Source: an optimization exercise on an open RTL-to-GDS flow (aim: small area and a short achievable clock period). Production flows keep margins and buffers that such runs may drop. Function was not checked in any run shown here: the RTL went through the layout flow alone.

==> flow/design.v (outline; a module is shown in full before it is edited, if it fits) <==
// module ex2_1: 1946 lines
// module ex2_1_cs: 4 lines
// module ex2_1_fa: 4 lines
// module ex2_1_ha: 4 lines
// module ex2_1_pgi: 4 lines
// module ex2_1_pgn: 4 lines
// module ex2_1_x: 3 lines
// module ex2_1_xn: 3 lines
module ex2_1 (
	      input 		  clk, rst, validi,
	      input [31:0] 	  data_in,
	      output logic 	  valido,
	      output logic [31:0] data_out
	      );
  // ...
==> flow/flow/run.sh <==
#!/bin/bash
# The standard layout, except that the port buffers are plain buf_2 cells rather
# than the delay cells buffer_ports picks by default. make's full output goes to flow_make.log.
set -euo pipefail
bash standard.sh "BUFFER_PORTS_ARGS=-buffer_cell sky130_fd_sc_hd__buf_2" finish > flow_make.log 2>&1
==> flow/standard.sh <==
#!/bin/bash
# synth_recipe.tcl (not shown) runs the flow's synth.tcl, then flattens the netlist and writes it again
# the make line also repeats each setting of config.mk as NAME=value (left out here)
make -C /OpenROAD-flow-scripts/flow DESIGN_CONFIG=/design/flow/config.mk WORK_HOME=/design/flow/orfs CLKGATE_MAP_FILE= SYNTH_SCRIPT=/design/flow/synth_recipe.tcl "${@:-finish}"
==> flow/config.mk <==
export PLATFORM = sky130hd
export DESIGN_NAME = ex2_1
export DESIGN_NICKNAME = ex2_1
export VERILOG_FILES = /design/flow/design.v
export SDC_FILE = /design/flow/constraint.sdc
export NUM_CORES = 4
export LEC_CHECK = 0
export CAP_MARGIN = 20
export CORE_MARGIN = 2
export CORE_UTILIZATION = 40
export SETUP_SLACK_MARGIN = 4.4
export SLEW_MARGIN = 20
export SYNTH_HIERARCHICAL = 1
export TNS_END_PERCENT = 0
==> flow/constraint.sdc <==
create_clock -name core_clock -period 8.0 [get_ports {clk}]
set_input_delay 1.6000 -clock core_clock [delete_from_list [all_inputs] [get_ports {clk}]]
set_output_delay 1.6000 -clock core_clock [all_outputs]
set_load 0.01 [all_outputs]
==> run notes, run 1 <==
# TYPE chip_impl_metric gauge
chip_impl_info{name="critical-path-top-cell-by-count",value="sky130_fd_sc_hd__fa_2"} 1
chip_impl_metric{name="globalRouteMet1Util",unit="%"} 31.2
chip_impl_metric{name="grt-ovfl-total",unit=""} 0
chip_impl_metric{name="finish.instance_area",unit="um^2"} 17700
chip_impl_info{name="status",value="no timing/DRC/antenna violations"} 1
chip_impl_info{name="holdPathEnd",value="cnt[0]"} 1
chip_impl_metric{name="largest_net_degree_at_the_start_of_global_routing",unit=""} 40
chip_impl_info{name="worst_setup_path_end_kind",value="flip-flop"} 1
chip_impl_metric{name="synthToLayoutAreaGrowth",unit="%"} 9.47
chip_impl_metric{name="cp_num_buf_inv",unit=""} 1
chip_impl_metric{name="worstPathArrival",unit="ns"} 4.17
chip_impl_metric{name="worst_pin_slew",unit="ns"} 1.20
chip_impl_metric{name="timing.hold.worst_path_depth",unit=""} 1
chip_impl_metric{name="antenna_found_initial",unit=""} 0
chip_impl_info{name="reg2reg_from",value="a[9]"} 1
chip_impl_metric{name="placed_cell_area",unit="um^2"} 16800
chip_impl_metric{name="reg2reg_slack",unit="ns"} 4.15
chip_impl_metric{name="fp.dieH",unit="um"} 205
chip_impl_metric{name="worst_skew_pair.late_latency",unit="ns"} 0.46
chip_impl_metric{name="wl_met2",unit="um"} 22300
chip_impl_metric{name="finalHoldViolCount",unit=""} 0
chip_impl_metric{name="setup_viol",unit=""} 0
chip_impl_metric{name="placement_rows",unit=""} 73
chip_impl_metric{name="cts-hold-fix-buffers",unit=""} 0
chip_impl_metric{name="dieArea",unit="um^2"} 42000
chip_impl_info{name="commonest_cells_after_routing_fill_and_taps_aside",value="sky130_fd_sc_hd__xnor2_1 (289), sky130_fd_sc_hd__a22oi_1 (217), sky130_fd_sc_hd__fa_1 (204)"} 1
chip_impl_metric{name="final_max_slew_viol_count",unit=""} 0
==> run 2, diff against run 1 <==
--- a/flow/design.v
+++ b/flow/design.v
@@ -774,106 +774,106 @@
    wire c641;
    wire s642;
    wire c643;
    wire s644;
    wire c645;
    wire s646;
    wire c647;
    wire s648;
-   wire s649;
+   wire c649;
    wire s650;
-   wire s651;
-   wire c652;
-   wire s653;
-   wire c654;
-   wire s655;
-   wire c656;
-   wire s657;
-   wire c658;
-   wire s659;
-   wire c660;
-   wire s661;
-   wire c662;
-   wire s663;
-   wire c664;
-   wire s665;
-   wire c666;
-   wire s667;
-   wire c668;
-   wire s669;
-   wire c670;
-   wire s671;
-   wire c672;
-   wire s673;
-   wire c674;
-   wire s675;
-   wire c676;
-   wire s677;
-   wire c678;
-   wire s679;
-   wire c680;
-   wire s681;
-   wire c682;
-   wire s683;
-   wire c684;
-   wire s685;
-   wire c686;
-   wire s687;
+   wire c651;
+   wire s652;
+   wire c653;
+   wire s654;
+   wire c655;
+   wire s656;
+   wire c657;
+   wire s658;
+   wire c659;
+   wire s660;
+   wire c661;
+   wire s662;
+   wire c663;
+   wire s664;
+   wire c665;
+   wire s666;
+   wire c667;
+   wire s668;
+   wire c669;
+   wire s670;
+   wire c671;
+   wire s672;
+   wire c673;
+   wire s674;
+   wire c675;
+   wire s676;
+   wire c677;
+   wire s678;
+   wire c679;
+   wire s680;
+   wire c681;
+   wire s682;
+   wire c683;
+   wire s684;
+   wire c685;
+   wire s686;
+   wire c687;
    wire s688;
-   wire s689;
-   wire c690;
-   wire s691;
-   wire c692;
-   wire s693;
-   wire c694;
-   wire s695;
-   wire c696;
-   wire s697;
-   wire c698;
-   wire s699;
-   wire c700;
-   wire s701;
-   wire c702;
-   wire s703;
-   wire c704;
-   wire s705;
-   wire c706;
-   wire s707;
-   wire c708;
-   wire s709;
-   wire c710;
-   wire s711;
-   wire c712;
-   wire s713;
-   wire c714;
-   wire s715;
-   wire c716;
-   wire s717;
-   wire c718;
-   wire s719;
-   wire c720;
-   wire s721;
-   wire c722;
-   wire s723;
-   wire c724;
-   wire s725;
-   wire c726;
-   wire s727;
-   wire c728;
-   wire s729;
-   wire c730;
-   wire s731;
-   wire c732;
-   wire s733;
-   wire c734;
+   wire c689;
+   wire s690;
+   wire c691;
+   wire s692;
+   wire c693;
+   wire s694;
+   wire c695;
+   wire s696;
+   wire c697;
+   wire s698;
+   wire c699;
+   wire s700;
+   wire c701;
+   wire s702;
+   wire c703;
+   wire s704;
+   wire c705;
+   wire s706;
+   wire c707;
+   wire s708;
+   wire c709;
+   wire s710;
+   wire c711;
+   wire s712;
+   wire c713;
+   wire s714;
+   wire c715;
+   wire s716;
+   wire c717;
+   wire s718;
+   wire c719;
+   wire s720;
+   wire c721;
+   wire s722;
+   wire c723;
+   wire s724;
+   wire c725;
+   wire s726;
+   wire c727;
+   wire s728;
+   wire c729;
+   wire s730;
+   wire c731;
+   wire s732;
+   wire c733;
+   wire s734;
    wire s735;
-   wire c736;
+   wire s736;
    wire s737;
-   wire c738;
+   wire s738;
    wire s739;
    wire s740;
    wire s741;
    wire c742;
    wire s743;
    wire c744;
    wire s745;
    wire c746;
@@ -929,69 +929,17 @@
    wire c796;
    wire s797;
    wire c798;
    wire s799;
    wire c800;
    wire s801;
    wire c802;
    wire s803;
-   wire c804;
-   wire s805;
-   wire c806;
-   wire s807;
-   wire c808;
-   wire s809;
-   wire c810;
-   wire s811;
-   wire c812;
-   wire s813;
-   wire c814;
-   wire s815;
-   wire c816;
-   wire s817;
-   wire c818;
-   wire s819;
-   wire c820;
-   wire s821;
-   wire c822;
-   wire s823;
-   wire c824;
-   wire s825;
-   wire c826;
-   wire s827;
-   wire c828;
-   wire s829;
-   wire c830;
-   wire s831;
-   wire c832;
-   wire s833;
-   wire c834;
-   wire s835;
-   wire c836;
-   wire s837;
-   wire c838;
-   wire s839;
-   wire c840;
-   wire s841;
-   wire c842;
-   wire s843;
-   wire c844;
-   wire s845;
-   wire c846;
-   wire s847;
-   wire c848;
-   wire s849;
-   wire c850;
-   wire s851;
-   wire c852;
-   wire s853;
-   wire c854;
-   wire s855;
-   wire s856;
+   wire s804;
    wire [31:0] ra, rb;
    wire [31:0] g0, p0, sum;
    wire xg1, xp1;
    wire xg2, xp2;
    wire xg3, xp3;
    wire xg4, xp4;
    wire xg5, xp5;
    wire xg6, xp6;
@@ -1676,142 +1624,116 @@
    ex2_1_fa us610 (.a(pp230), .b(pp242), .c(pp252), .s(s610), .co());
    ex2_1_fa us611 (.a(pp260), .b(pp266), .c(pp270), .s(s611), .co());
    ex2_1_fa us612 (.a(pp272), .b(c586), .c(c588), .s(s612), .co());
    ex2_1_fa us613 (.a(c590), .b(c592), .c(c594), .s(s613), .co());
    ex2_1_fa us614 (.a(s607), .b(s608), .c(s609), .s(s614), .co());
    ex2_1_fa us615 (.a(s610), .b(s611), .c(c596), .s(s615), .co());
    ex2_1_fa us616 (.a(c598), .b(c600), .c(c602), .s(s616), .co());
    ex2_1_fa us617 (.a(s612), .b(s613), .c(s614), .s(s617), .co());
-   ex2_1_ha us618 (.a(q44), .b(q45), .s(s618), .co(c619));
-   ex2_1_ha us620 (.a(q49), .b(q50), .s(s620), .co(c621));
-   ex2_1_ha us622 (.a(q53), .b(q54), .s(s622), .co(c623));
-   ex2_1_ha us624 (.a(q57), .b(q58), .s(s624), .co(c625));
-   ex2_1_ha us626 (.a(q61), .b(q62), .s(s626), .co(c627));
-   ex2_1_ha us628 (.a(q65), .b(q66), .s(s628), .co(c629));
-   ex2_1_ha us630 (.a(q69), .b(q70), .s(s630), .co(c631));
-   ex2_1_fa us632 (.a(q73), .b(q74), .c(q75), .s(s632), .co(c633));
-   ex2_1_ha us634 (.a(q76), .b(q77), .s(s634), .co(c635));
-   ex2_1_fa us636 (.a(q79), .b(q80), .c(q81), .s(s636), .co(c637));
-   ex2_1_ha us638 (.a(q82), .b(q83), .s(s638), .co(c639));
-   ex2_1_fa us640 (.a(q84), .b(q85), .c(q86), .s(s640), .co(c641));
-   ex2_1_ha us642 (.a(q87), .b(q88), .s(s642), .co(c643));
-   ex2_1_fa us644 (.a(q89), .b(q90), .c(q91), .s(s644), .co(c645));
-   ex2_1_ha us646 (.a(q92), .b(q93), .s(s646), .co(c647));
-   assign s648 = q94 ^ q95;
-   assign s649 = q96 ^ s648;
-   assign s650 = q97 ^ q98;
-   ex2_1_ha us651 (.a(q22), .b(q23), .s(s651), .co(c652));
-   ex2_1_ha us653 (.a(q26), .b(q27), .s(s653), .co(c654));
-   ex2_1_ha us655 (.a(q29), .b(q30), .s(s655), .co(c656));
-   ex2_1_ha us657 (.a(q32), .b(q33), .s(s657), .co(c658));
-   ex2_1_ha us659 (.a(q35), .b(q36), .s(s659), .co(c660));
-   ex2_1_ha us661 (.a(q38), .b(q39), .s(s661), .co(c662));
-   ex2_1_ha us663 (.a(q41), .b(q42), .s(s663), .co(c664));
-   ex2_1_fa us665 (.a(q46), .b(q47), .c(q48), .s(s665), .co(c666));
-   ex2_1_fa us667 (.a(q51), .b(q52), .c(c619), .s(s667), .co(c668));
-   ex2_1_fa us669 (.a(q55), .b(q56), .c(c621), .s(s669), .co(c670));
-   ex2_1_fa us671 (.a(q59), .b(q60), .c(c623), .s(s671), .co(c672));
-   ex2_1_fa us673 (.a(q63), .b(q64), .c(c625), .s(s673), .co(c674));
-   ex2_1_fa us675 (.a(q67), .b(q68), .c(c627), .s(s675), .co(c676));
-   ex2_1_fa us677 (.a(q71), .b(q72), .c(c629), .s(s677), .co(c678));
-   ex2_1_fa us679 (.a(q78), .b(c631), .c(s634), .s(s679), .co(c680));
-   ex2_1_fa us681 (.a(c635), .b(s638), .c(c633), .s(s681), .co(c682));
-   ex2_1_fa us683 (.a(c639), .b(s642), .c(c637), .s(s683), .co(c684));
-   ex2_1_fa us685 (.a(c643), .b(s646), .c(c641), .s(s685), .co(c686));
-   assign s687 = c647 ^ s650;
-   assign s688 = c645 ^ s687;
-   ex2_1_ha us689 (.a(q7), .b(q8), .s(s689), .co(c690));
-   ex2_1_ha us691 (.a(q10), .b(q11), .s(s691), .co(c692));
-   ex2_1_ha us693 (.a(q12), .b(q13), .s(s693), .co(c694));
-   ex2_1_ha us695 (.a(q14), .b(q15), .s(s695), .co(c696));
-   ex2_1_ha us697 (.a(q16), .b(q17), .s(s697), .co(c698));
-   ex2_1_ha us699 (.a(q18), .b(q19), .s(s699), .co(c700));
-   ex2_1_ha us701 (.a(q20), .b(q21), .s(s701), .co(c702));
-   ex2_1_fa us703 (.a(q24), .b(q25), .c(s651), .s(s703), .co(c704));
-   ex2_1_fa us705 (.a(q28), .b(c652), .c(s653), .s(s705), .co(c706));
-   ex2_1_fa us707 (.a(q31), .b(c654), .c(s655), .s(s707), .co(c708));
-   ex2_1_fa us709 (.a(q34), .b(c656), .c(s657), .s(s709), .co(c710));
-   ex2_1_fa us711 (.a(q37), .b(c658), .c(s659), .s(s711), .co(c712));
-   ex2_1_fa us713 (.a(q40), .b(c660), .c(s661), .s(s713), .co(c714));
-   ex2_1_fa us715 (.a(q43), .b(c662), .c(s663), .s(s715), .co(c716));
-   ex2_1_fa us717 (.a(c664), .b(s618), .c(s665), .s(s717), .co(c718));
-   ex2_1_fa us719 (.a(s620), .b(c666), .c(s667), .s(s719), .co(c720));
-   ex2_1_fa us721 (.a(s622), .b(c668), .c(s669), .s(s721), .co(c722));
-   ex2_1_fa us723 (.a(s624), .b(c670), .c(s671), .s(s723), .co(c724));
-   ex2_1_fa us725 (.a(s626), .b(c672), .c(s673), .s(s725), .co(c726));
-   ex2_1_fa us727 (.a(s628), .b(c674), .c(s675), .s(s727), .co(c728));
-   ex2_1_fa us729 (.a(s630), .b(c676), .c(s677), .s(s729), .co(c730));
-   ex2_1_fa us731 (.a(s632), .b(c678), .c(s679), .s(s731), .co(c732));
-   ex2_1_fa us733 (.a(s636), .b(c680), .c(s681), .s(s733), .co(c734));
-   ex2_1_fa us735 (.a(s640), .b(c682), .c(s683), .s(s735), .co(c736));
-   ex2_1_fa us737 (.a(s644), .b(c684), .c(s685), .s(s737), .co(c738));
-   assign s739 = s649 ^ s688;
-   assign s740 = c686 ^ s739;
-   ex2_1_ha us741 (.a(q0), .b(q1), .s(s741), .co(c742));
-   ex2_1_cs us743 (.h(s741), .a(c742), .d(data_in[0]), .s(s743), .co(c744));
-   ex2_1_ha us745 (.a(q2), .b(data_in[1]), .s(s745), .co(c746));
-   ex2_1_ha us747 (.a(q3), .b(data_in[2]), .s(s747), .co(c748));
-   ex2_1_ha us749 (.a(q4), .b(data_in[3]), .s(s749), .co(c750));
-   ex2_1_ha us751 (.a(q5), .b(data_in[4]), .s(s751), .co(c752));
-   ex2_1_ha us753 (.a(q6), .b(data_in[5]), .s(s753), .co(c754));
-   ex2_1_ha us755 (.a(s689), .b(q9), .s(s755), .co(c756));
-   ex2_1_cs us757 (.h(s755), .a(c756), .d(data_in[6]), .s(s757), .co(c758));
-   ex2_1_ha us759 (.a(c690), .b(s691), .s(s759), .co(c760));
-   ex2_1_cs us761 (.h(s759), .a(c760), .d(data_in[7]), .s(s761), .co(c762));
-   ex2_1_ha us763 (.a(c692), .b(s693), .s(s763), .co(c764));
-   ex2_1_cs us765 (.h(s763), .a(c764), .d(data_in[8]), .s(s765), .co(c766));
-   ex2_1_ha us767 (.a(c694), .b(s695), .s(s767), .co(c768));
-   ex2_1_cs us769 (.h(s767), .a(c768), .d(data_in[9]), .s(s769), .co(c770));
-   ex2_1_ha us771 (.a(c696), .b(s697), .s(s771), .co(c772));
-   ex2_1_cs us773 (.h(s771), .a(c772), .d(data_in[10]), .s(s773), .co(c774));
-   ex2_1_ha us775 (.a(c698), .b(s699), .s(s775), .co(c776));
-   ex2_1_cs us777 (.h(s775), .a(c776), .d(data_in[11]), .s(s777), .co(c778));
-   ex2_1_ha us779 (.a(c700), .b(s701), .s(s779), .co(c780));
-   ex2_1_cs us781 (.h(s779), .a(c780), .d(data_in[12]), .s(s781), .co(c782));
-   ex2_1_ha us783 (.a(c702), .b(s703), .s(s783), .co(c784));
-   ex2_1_cs us785 (.h(s783), .a(c784), .d(data_in[13]), .s(s785), .co(c786));
-   ex2_1_ha us787 (.a(c704), .b(s705), .s(s787), .co(c788));
-   ex2_1_cs us789 (.h(s787), .a(c788), .d(data_in[14]), .s(s789), .co(c790));
-   ex2_1_ha us791 (.a(c706), .b(s707), .s(s791), .co(c792));
-   ex2_1_cs us793 (.h(s791), .a(c792), .d(data_in[15]), .s(s793), .co(c794));
-   ex2_1_ha us795 (.a(c708), .b(s709), .s(s795), .co(c796));
-   ex2_1_cs us797 (.h(s795), .a(c796), .d(data_in[16]), .s(s797), .co(c798));
-   ex2_1_ha us799 (.a(c710), .b(s711), .s(s799), .co(c800));
-   ex2_1_cs us801 (.h(s799), .a(c800), .d(data_in[17]), .s(s801), .co(c802));
-   ex2_1_ha us803 (.a(c712), .b(s713), .s(s803), .co(c804));
-   ex2_1_cs us805 (.h(s803), .a(c804), .d(data_in[18]), .s(s805), .co(c806));
-   ex2_1_ha us807 (.a(c714), .b(s715), .s(s807), .co(c808));
-   ex2_1_cs us809 (.h(s807), .a(c808), .d(data_in[19]), .s(s809), .co(c810));
-   ex2_1_ha us811 (.a(c716), .b(s717), .s(s811), .co(c812));
-   ex2_1_cs us813 (.h(s811), .a(c812), .d(data_in[20]), .s(s813), .co(c814));
-   ex2_1_ha us815 (.a(c718), .b(s719), .s(s815), .co(c816));
-   ex2_1_cs us817 (.h(s815), .a(c816), .d(data_in[21]), .s(s817), .co(c818));
-   ex2_1_ha us819 (.a(c720), .b(s721), .s(s819), .co(c820));
-   ex2_1_cs us821 (.h(s819), .a(c820), .d(data_in[22]), .s(s821), .co(c822));
-   ex2_1_ha us823 (.a(c722), .b(s723), .s(s823), .co(c824));
-   ex2_1_cs us825 (.h(s823), .a(c824), .d(data_in[23]), .s(s825), .co(c826));
-   ex2_1_ha us827 (.a(c724), .b(s725), .s(s827), .co(c828));
-   ex2_1_cs us829 (.h(s827), .a(c828), .d(data_in[24]), .s(s829), .co(c830));
-   ex2_1_ha us831 (.a(c726), .b(s727), .s(s831), .co(c832));
-   ex2_1_cs us833 (.h(s831), .a(c832), .d(data_in[25]), .s(s833), .co(c834));
-   ex2_1_ha us835 (.a(c728), .b(s729), .s(s835), .co(c836));
-   ex2_1_cs us837 (.h(s835), .a(c836), .d(data_in[26]), .s(s837), .co(c838));
-   ex2_1_ha us839 (.a(c730), .b(s731), .s(s839), .co(c840));
-   ex2_1_cs us841 (.h(s839), .a(c840), .d(data_in[27]), .s(s841), .co(c842));
-   ex2_1_ha us843 (.a(c732), .b(s733), .s(s843), .co(c844));
-   ex2_1_cs us845 (.h(s843), .a(c844), .d(data_in[28]), .s(s845), .co(c846));
-   ex2_1_ha us847 (.a(c734), .b(s735), .s(s847), .co(c848));
-   ex2_1_cs us849 (.h(s847), .a(c848), .d(data_in[29]), .s(s849), .co(c850));
-   ex2_1_ha us851 (.a(c736), .b(s737), .s(s851), .co(c852));
-   ex2_1_cs us853 (.h(s851), .a(c852), .d(data_in[30]), .s(s853), .co(c854));
-   assign s855 = data_in[31] ^ s740;
-   assign s856 = c738 ^ s855;
-   assign ra = {c854, c850, c846, c842, c838, c834, c830, c826, c822, c818, c814, c810, c806, c802, c798, c794, c790, c786, c782, c778, c774, c770, c766, c762, c758, c754, c752, c750, c748, c746, c744, s743};
-   assign rb = {s856, s853, s849, s845, s841, s837, s833, s829, s825, s821, s817, s813, s809, s805, s801, s797, s793, s789, s785, s781, s777, s773, s769, s765, s761, s757, s753, s751, s749, s747, s745, 1'b0};
+   ex2_1_ha us618 (.a(q7), .b(q8), .s(s618), .co(c619));
+   ex2_1_ha us620 (.a(q10), .b(q11), .s(s620), .co(c621));
+   ex2_1_ha us622 (.a(q12), .b(q13), .s(s622), .co(c623));
+   ex2_1_ha us624 (.a(q14), .b(q15), .s(s624), .co(c625));
+   ex2_1_ha us626 (.a(q16), .b(q17), .s(s626), .co(c627));
+   ex2_1_ha us628 (.a(q18), .b(q19), .s(s628), .co(c629));
+   ex2_1_ha us630 (.a(q20), .b(q21), .s(s630), .co(c631));
+   ex2_1_fa us632 (.a(q22), .b(q23), .c(q24), .s(s632), .co(c633));
+   ex2_1_ha us634 (.a(q25), .b(c631), .s(s634), .co(c635));
+   ex2_1_fa us636 (.a(q26), .b(q27), .c(q28), .s(s636), .co(c637));
+   ex2_1_ha us638 (.a(c635), .b(c633), .s(s638), .co(c639));
+   ex2_1_fa us640 (.a(q29), .b(q30), .c(q31), .s(s640), .co(c641));
+   ex2_1_ha us642 (.a(c637), .b(s640), .s(s642), .co(c643));
+   ex2_1_fa us644 (.a(q32), .b(q33), .c(q34), .s(s644), .co(c645));
+   ex2_1_ha us646 (.a(c641), .b(s644), .s(s646), .co(c647));
+   ex2_1_fa us648 (.a(q35), .b(q36), .c(q37), .s(s648), .co(c649));
+   ex2_1_ha us650 (.a(c645), .b(s648), .s(s650), .co(c651));
+   ex2_1_fa us652 (.a(q38), .b(q39), .c(q40), .s(s652), .co(c653));
+   ex2_1_ha us654 (.a(c649), .b(s652), .s(s654), .co(c655));
+   ex2_1_fa us656 (.a(q41), .b(q42), .c(q43), .s(s656), .co(c657));
+   ex2_1_ha us658 (.a(c653), .b(s656), .s(s658), .co(c659));
+   ex2_1_fa us660 (.a(q44), .b(q45), .c(q46), .s(s660), .co(c661));
+   ex2_1_fa us662 (.a(q47), .b(q48), .c(c657), .s(s662), .co(c663));
+   ex2_1_ha us664 (.a(s660), .b(c659), .s(s664), .co(c665));
+   ex2_1_fa us666 (.a(q49), .b(q50), .c(q51), .s(s666), .co(c667));
+   ex2_1_fa us668 (.a(q52), .b(c661), .c(s666), .s(s668), .co(c669));
+   ex2_1_ha us670 (.a(c663), .b(c665), .s(s670), .co(c671));
+   ex2_1_fa us672 (.a(q53), .b(q54), .c(q55), .s(s672), .co(c673));
+   ex2_1_fa us674 (.a(q56), .b(c667), .c(s672), .s(s674), .co(c675));
+   ex2_1_ha us676 (.a(c669), .b(s674), .s(s676), .co(c677));
+   ex2_1_fa us678 (.a(q57), .b(q58), .c(q59), .s(s678), .co(c679));
+   ex2_1_fa us680 (.a(q60), .b(c673), .c(s678), .s(s680), .co(c681));
+   ex2_1_ha us682 (.a(c675), .b(s680), .s(s682), .co(c683));
+   ex2_1_fa us684 (.a(q61), .b(q62), .c(q63), .s(s684), .co(c685));
+   ex2_1_fa us686 (.a(q64), .b(c679), .c(s684), .s(s686), .co(c687));
+   ex2_1_ha us688 (.a(c681), .b(s686), .s(s688), .co(c689));
+   ex2_1_fa us690 (.a(q65), .b(q66), .c(q67), .s(s690), .co(c691));
+   ex2_1_fa us692 (.a(q68), .b(c685), .c(s690), .s(s692), .co(c693));
+   ex2_1_ha us694 (.a(c687), .b(s692), .s(s694), .co(c695));
+   ex2_1_fa us696 (.a(q69), .b(q70), .c(q71), .s(s696), .co(c697));
+   ex2_1_fa us698 (.a(q72), .b(c691), .c(s696), .s(s698), .co(c699));
+   ex2_1_ha us700 (.a(c693), .b(s698), .s(s700), .co(c701));
+   ex2_1_fa us702 (.a(q73), .b(q74), .c(q75), .s(s702), .co(c703));
+   ex2_1_fa us704 (.a(q76), .b(q77), .c(q78), .s(s704), .co(c705));
+   ex2_1_fa us706 (.a(c697), .b(s702), .c(s704), .s(s706), .co(c707));
+   ex2_1_ha us708 (.a(c699), .b(s706), .s(s708), .co(c709));
+   ex2_1_fa us710 (.a(q79), .b(q80), .c(q81), .s(s710), .co(c711));
+   ex2_1_fa us712 (.a(q82), .b(q83), .c(c703), .s(s712), .co(c713));
+   ex2_1_fa us714 (.a(c705), .b(s710), .c(c707), .s(s714), .co(c715));
+   ex2_1_ha us716 (.a(s712), .b(c709), .s(s716), .co(c717));
+   ex2_1_fa us718 (.a(q84), .b(q85), .c(q86), .s(s718), .co(c719));
+   ex2_1_fa us720 (.a(q87), .b(q88), .c(c711), .s(s720), .co(c721));
+   ex2_1_fa us722 (.a(s718), .b(c713), .c(s720), .s(s722), .co(c723));
+   ex2_1_ha us724 (.a(c715), .b(c717), .s(s724), .co(c725));
+   ex2_1_fa us726 (.a(q89), .b(q90), .c(q91), .s(s726), .co(c727));
+   ex2_1_fa us728 (.a(q92), .b(q93), .c(c719), .s(s728), .co(c729));
+   ex2_1_fa us730 (.a(s726), .b(c721), .c(s728), .s(s730), .co(c731));
+   ex2_1_ha us732 (.a(c723), .b(s730), .s(s732), .co(c733));
+   assign s734 = q94 ^ q95;
+   assign s735 = q96 ^ s734;
+   assign s736 = q97 ^ q98;
+   assign s737 = s736 ^ c727;
+   assign s738 = s735 ^ s737;
+   assign s739 = c729 ^ s738;
+   assign s740 = s739 ^ c731;
+   ex2_1_fa us741 (.a(q0), .b(q1), .c(data_in[0]), .s(s741), .co(c742));
+   ex2_1_ha us743 (.a(q2), .b(data_in[1]), .s(s743), .co(c744));
+   ex2_1_ha us745 (.a(q3), .b(data_in[2]), .s(s745), .co(c746));
+   ex2_1_ha us747 (.a(q4), .b(data_in[3]), .s(s747), .co(c748));
+   ex2_1_ha us749 (.a(q5), .b(data_in[4]), .s(s749), .co(c750));
+   ex2_1_ha us751 (.a(q6), .b(data_in[5]), .s(s751), .co(c752));
+   ex2_1_fa us753 (.a(q9), .b(s618), .c(data_in[6]), .s(s753), .co(c754));
+   ex2_1_fa us755 (.a(c619), .b(s620), .c(data_in[7]), .s(s755), .co(c756));
+   ex2_1_fa us757 (.a(c621), .b(s622), .c(data_in[8]), .s(s757), .co(c758));
+   ex2_1_fa us759 (.a(c623), .b(s624), .c(data_in[9]), .s(s759), .co(c760));
+   ex2_1_fa us761 (.a(c625), .b(s626), .c(data_in[10]), .s(s761), .co(c762));
+   ex2_1_fa us763 (.a(c627), .b(s628), .c(data_in[11]), .s(s763), .co(c764));
+   ex2_1_fa us765 (.a(c629), .b(s630), .c(data_in[12]), .s(s765), .co(c766));
+   ex2_1_fa us767 (.a(s632), .b(s634), .c(data_in[13]), .s(s767), .co(c768));
+   ex2_1_fa us769 (.a(s636), .b(s638), .c(data_in[14]), .s(s769), .co(c770));
+   ex2_1_fa us771 (.a(c639), .b(s642), .c(data_in[15]), .s(s771), .co(c772));
+   ex2_1_fa us773 (.a(c643), .b(s646), .c(data_in[16]), .s(s773), .co(c774));
+   ex2_1_fa us775 (.a(c647), .b(s650), .c(data_in[17]), .s(s775), .co(c776));
+   ex2_1_fa us777 (.a(c651), .b(s654), .c(data_in[18]), .s(s777), .co(c778));
+   ex2_1_fa us779 (.a(c655), .b(s658), .c(data_in[19]), .s(s779), .co(c780));
+   ex2_1_fa us781 (.a(s662), .b(s664), .c(data_in[20]), .s(s781), .co(c782));
+   ex2_1_fa us783 (.a(s668), .b(s670), .c(data_in[21]), .s(s783), .co(c784));
+   ex2_1_fa us785 (.a(c671), .b(s676), .c(data_in[22]), .s(s785), .co(c786));
+   ex2_1_fa us787 (.a(c677), .b(s682), .c(data_in[23]), .s(s787), .co(c788));
+   ex2_1_fa us789 (.a(c683), .b(s688), .c(data_in[24]), .s(s789), .co(c790));
+   ex2_1_fa us791 (.a(c689), .b(s694), .c(data_in[25]), .s(s791), .co(c792));
+   ex2_1_fa us793 (.a(c695), .b(s700), .c(data_in[26]), .s(s793), .co(c794));
+   ex2_1_fa us795 (.a(c701), .b(s708), .c(data_in[27]), .s(s795), .co(c796));
+   ex2_1_fa us797 (.a(s714), .b(s716), .c(data_in[28]), .s(s797), .co(c798));
+   ex2_1_fa us799 (.a(s722), .b(s724), .c(data_in[29]), .s(s799), .co(c800));
+   ex2_1_fa us801 (.a(c725), .b(s732), .c(data_in[30]), .s(s801), .co(c802));
+   assign s803 = data_in[31] ^ s740;
+   assign s804 = c733 ^ s803;
+   assign ra = {c802, c800, c798, c796, c794, c792, c790, c788, c786, c784, c782, c780, c778, c776, c774, c772, c770, c768, c766, c764, c762, c760, c758, c756, c754, c752, c750, c748, c746, c744, c742, s741};
+   assign rb = {s804, s801, s799, s797, s795, s793, s791, s789, s787, s785, s783, s781, s779, s777, s775, s773, s771, s769, s767, s765, s763, s761, s759, s757, s755, s753, s751, s749, s747, s745, s743, 1'b0};
    assign g0 = ra & rb;
    assign p0 = ra ^ rb;
    ex2_1_pgi ug1 (.gh(g0[1]), .ph(p0[1]), .gl(g0[0]), .pl(1'b1), .gn(xg1), .pn(xp1));
    ex2_1_pgi ug2 (.gh(g0[3]), .ph(p0[3]), .gl(g0[2]), .pl(p0[2]), .gn(xg2), .pn(xp2));
    ex2_1_pgi ug3 (.gh(g0[5]), .ph(p0[5]), .gl(g0[4]), .pl(p0[4]), .gn(xg3), .pn(xp3));
    ex2_1_pgi ug4 (.gh(g0[7]), .ph(p0[7]), .gl(g0[6]), .pl(p0[6]), .gn(xg4), .pn(xp4));
    ex2_1_pgi ug5 (.gh(g0[9]), .ph(p0[9]), .gl(g0[8]), .pl(p0[8]), .gn(xg5), .pn(xp5));
    ex2_1_pgi ug6 (.gh(g0[11]), .ph(p0[11]), .gl(g0[10]), .pl(p0[10]), .gn(xg6), .pn(xp6));
@@ -1939,20 +1861,16 @@
    ex2_1_xn us25 (.a(p0[25]), .b(xg85), .y(sum[25]));
    ex2_1_xn us26 (.a(p0[26]), .b(xg66), .y(sum[26]));
    ex2_1_xn us27 (.a(p0[27]), .b(xg87), .y(sum[27]));
    ex2_1_xn us28 (.a(p0[28]), .b(xg67), .y(sum[28]));
    ex2_1_xn us29 (.a(p0[29]), .b(xg89), .y(sum[29]));
    ex2_1_xn us30 (.a(p0[30]), .b(xg68), .y(sum[30]));
    ex2_1_xn us31 (.a(p0[31]), .b(xg91), .y(sum[31]));
 endmodule
-module ex2_1_cs (input h, a, d, output s, co);
-   assign s = h ^ d;
-   assign co = a | (h & d);
-endmodule
 module ex2_1_fa (input a, b, c, output s, co);
    assign s = a ^ b ^ c;
    assign co = (a & b) | (c & (a ^ b));
 endmodule
 module ex2_1_ha (input a, b, output s, co);
    assign s = a ^ b;
    assign co = a & b;
 endmodule
==> run 2 against run 1 <==
  * Still clean
  * Clock skew is 0.0010 ns higher
  * Die area decreased by 1.8%
  * Worst setup slack worse by 0.090 ns
  * Non-clock buffer count shrank 12
  * Area after synthesis down 1.8%
  * Critical path depth rose by 4
  * Cell count shrank 3.4%
  * Largest cell class unchanged
==> run notes, run 2 <==
# TYPE chip_impl_metric gauge
chip_impl_info{name="status",value="no timing/DRC/antenna violations"} 1
chip_impl_metric{name="netlist_instances",unit=""} 1462
chip_impl_metric{name="finalHoldViolCount",unit=""} 0
chip_impl_metric{name="placement_rows",unit=""} 72
chip_impl_metric{name="grtUsageTotal",unit="%"} 23.9
chip_impl_metric{name="vias_per_cell",unit=""} 5.70
chip_impl_info{name="commonest_cells_after_routing_fill_and_taps_aside",value="sky130_fd_sc_hd__xnor2_1 (288), sky130_fd_sc_hd__fa_1 (229), sky130_fd_sc_hd__a22oi_1 (217)"} 1
chip_impl_metric{name="timing.final.crit_share",unit="%"} 49.2
chip_impl_metric{name="floorplan.initialDensity",unit="%"} 40.8
chip_impl_metric{name="drc",unit=""} 0
chip_impl_info{name="ctsRootBufferMaster",value="sky130_fd_sc_hd__clkbuf_16"} 1
chip_impl_metric{name="max_clock_freq",unit="GHz"} 0.254
chip_impl_metric{name="critical_path.max_fanout",unit=""} 3
chip_impl_metric{name="final_layout_size_suffix_gt1_share",unit="%"} 15.8
chip_impl_metric{name="final-instance-count-excl-fill",unit=""} 1970
chip_impl_metric{name="cp_data_required_time",unit="ns"} 8.40
chip_impl_metric{name="max_cap_viol_count",unit=""} 0
chip_impl_metric{name="worst_skew_pair.late_latency",unit="ns"} 0.47
chip_impl_metric{name="dp_hpwl",unit="um"} 34300
chip_impl_metric{name="drt_iter0_drc",unit=""} 942
chip_impl_metric{name="finalWeightedCongestion",unit=""} 0.896
chip_impl_metric{name="tritoncts_buffers",unit=""} 17
chip_impl_metric{name="finalWirelength",unit="um"} 47600
chip_impl_metric{name="timing.setup.tns",unit="ns"} 0
chip_impl_metric{name="n_antenna_cell",unit=""} 0
chip_impl_metric{name="first_global_vias",unit=""} 11900
chip_impl_info{name="path_type_of_the_worst_setup_path",value="flip-flop to flip-flop"} 1
chip_impl_metric{name="wl_per_cell",unit="um"} 24.1
chip_impl_metric{name="largest_net_degree_at_the_start_of_global_routing",unit=""} 44
chip_impl_metric{name="final_max_slew_viol_count",unit=""} 0
chip_impl_metric{name="setup_viol",unit=""} 0
chip_impl_metric{name="path_clk_slew",unit="ns"} 0.06
chip_impl_metric{name="dr.pass1.iters",unit=""} 6
chip_impl_metric{name="fin_nets",unit=""} 1787
chip_impl_metric{name="cts-hold-fix-buffers",unit=""} 0
chip_impl_metric{name="yosys_warnings",unit=""} 7
chip_impl_info{name="clock_tree_from_tritoncts",value="built"} 1
chip_impl_metric{name="grt_first_pass_wirelength",unit="um"} 73100
chip_impl_metric{name="met3_usage",unit="%"} 4.33
chip_impl_metric{name="post_synth.cell_area_avg",unit="um^2"} 10.9
chip_impl_info{name="startpoint_type",value="flip-flop"} 1
chip_impl_info{name="hold_class",value="flip-flop to flip-flop"} 1
chip_impl_info{name="largestRegisters",value="a x32, data_out x32, cnt x2"} 1
chip_impl_metric{name="clock_sink_count",unit=""} 166
chip_impl_metric{name="dieArea",unit="um^2"} 41300
chip_impl_info{name="layout_commonest_cell",value="sky130_fd_sc_hd__xnor2_1"} 1
chip_impl_info{name="worst_setup_path_end_kind",value="flip-flop"} 1
chip_impl_metric{name="ioPinCount",unit=""} 68
chip_impl_metric{name="worst_pin_slew",unit="ns"} 1.09
chip_impl_info{name="grt_setup_unrepaired",value="true"} 1
chip_impl_metric{name="fp.dieH",unit="um"} 203
chip_impl_metric{name="ctsLongestPathBuffers",unit=""} 2
chip_impl_metric{name="relSlewSlack",unit="%"} 27.0
chip_impl_metric{name="globalRouteMet1Util",unit="%"} 31.2
chip_impl_metric{name="final_antenna_net_count",unit=""} 0
chip_impl_metric{name="dpl.cell_count",unit=""} 1938
chip_impl_metric{name="clock-skew-final",unit="ns"} 0.0134
chip_impl_metric{name="antenna_found_initial",unit=""} 0
chip_impl_metric{name="core_region_area",unit="um^2"} 38900
chip_impl_metric{name="h-tree-depth",unit=""} 4
chip_impl_metric{name="period_minus_slack",unit="ns"} 3.94
chip_impl_metric{name="port-buffer-count",unit=""} 67
chip_impl_metric{name="width_of_the_die",unit="um"} 203
chip_impl_info{name="global_route.peak_usage_layer",value="met2"} 1
chip_impl_metric{name="worstPathArrival",unit="ns"} 4.34
chip_impl_metric{name="synthToLayoutAreaGrowth",unit="%"} 8.21
chip_impl_metric{name="grt_use_met2",unit="%"} 38.2
chip_impl_metric{name="netlist_area",unit="um^2"} 15900
chip_impl_metric{name="grt-ovfl-total",unit=""} 0
chip_impl_metric{name="vias",unit=""} 11200
## run 2: worst max-delay path: stages (launching register included)
cell and delay (ns):
sky130_fd_sc_hd__dfxtp_2 0.33, sky130_fd_sc_hd__fa_1 0.49, sky130_fd_sc_hd__fa_1 0.53, sky130_fd_sc_hd__ha_2 0.28, sky130_fd_sc_hd__fa_1 0.52, sky130_fd_sc_hd__ha_1 0.37
sky130_fd_sc_hd__a21oi_2 0.32, sky130_fd_sc_hd__o21ai_2 0.10, sky130_fd_sc_hd__a21oi_2 0.13, sky130_fd_sc_hd__o21ai_2 0.07, sky130_fd_sc_hd__a21oi_2 0.35, sky130_fd_sc_hd__inv_1 0.11
sky130_fd_sc_hd__a21oi_2 0.15, sky130_fd_sc_hd__xnor2_1 0.12
## run 2: what timing repair did
| action | 4_1_cts | 5_1_grt |
|---|---|---|
| endpoints found under the setup margin | 107 | 92 |
| resized for setup | 25 | 10 |
| pin swaps | 8 | 10 |
| buffers inserted | 1 | 0 |
| endpoints found under the hold margin | 0 | 0 |
## run 2: path summary, 6_finish.rpt
kind                             start      endpoint  slack [ns]  cells after the start
max in group asynchronous          rst        valido        6.89                      2
min in group asynchronous          rst        cnt[1]        0.99                      2
worst max register to register     q75  data_out[29]        4.06                     13
worst max-delay path               q75  data_out[29]        4.06                     13
worst min register to register  cnt[0]        cnt[0]        0.43                      1
worst min-delay path            cnt[0]        cnt[0]        0.43                      1
## run 2: metrics by stage
stage	worst slack [ns]	hold slack (ns)	util [%]	area, um^2
global route	3.97	0.465	44.1	17200
global placement	3.36	0.419	42.3	16400
CTS	4.02	0.438	44.1	17100
finish	4.06	0.434	44.1	17200
floorplan	4.24	0.363	-	16000
detailed placement	3.33	0.430	42.3	16400
## run 2: layer usage
metal	part of all wire, %	vias to the layer above	wire, um
met4	4.1	0	1960
met3	6.6	100	3160
met5	0	-	0
li1	-	4878	-
met1	42	5781	20000
met2	47	477	22400
## run 2: cell type report
type                            instances  area [um^2]
Clock buffer                           19          443
Timing Repair Buffer                   80          470
Sequential cell                       166         3350
Tap cell                              518          648
Multi-Input combinational cell       1119        11900
Fill cell                            3676        21700
Inverter                               56          213
Clock inverter                         12          140

==> separate check: timing with driven ports <==
The flow's constraints put no driver on any port. The routed layouts listed below were extracted and timed again, unchanged, in two steps. Step 1 sets driving cells, clkbuf_16 on the clock port and buf_2 on the other inputs (assumed; they add their load-dependent delay and slew). Step 2, shift: input delay + t, output delay - t, t = (earliest + latest rising clock arrival at the registers) / 2. This alone moves slack from input paths to output paths. a / b / c = ideal / step 1 / step 2; a / b = the first two.
run | t, ns | slack for setup (ns) | pins driven straight from the clock port
run 1 | 0.512 | 4.153 / 4.153 / 3.689 | 1
run 2 | 0.516 | 4.064 / 4.064 / 3.588 | 1
After both steps every run listed still meets setup and hold. For run 2, which loses most, drivers alone change the setup slack by 0.000 ns; drivers and shift together by -0.476 ns.
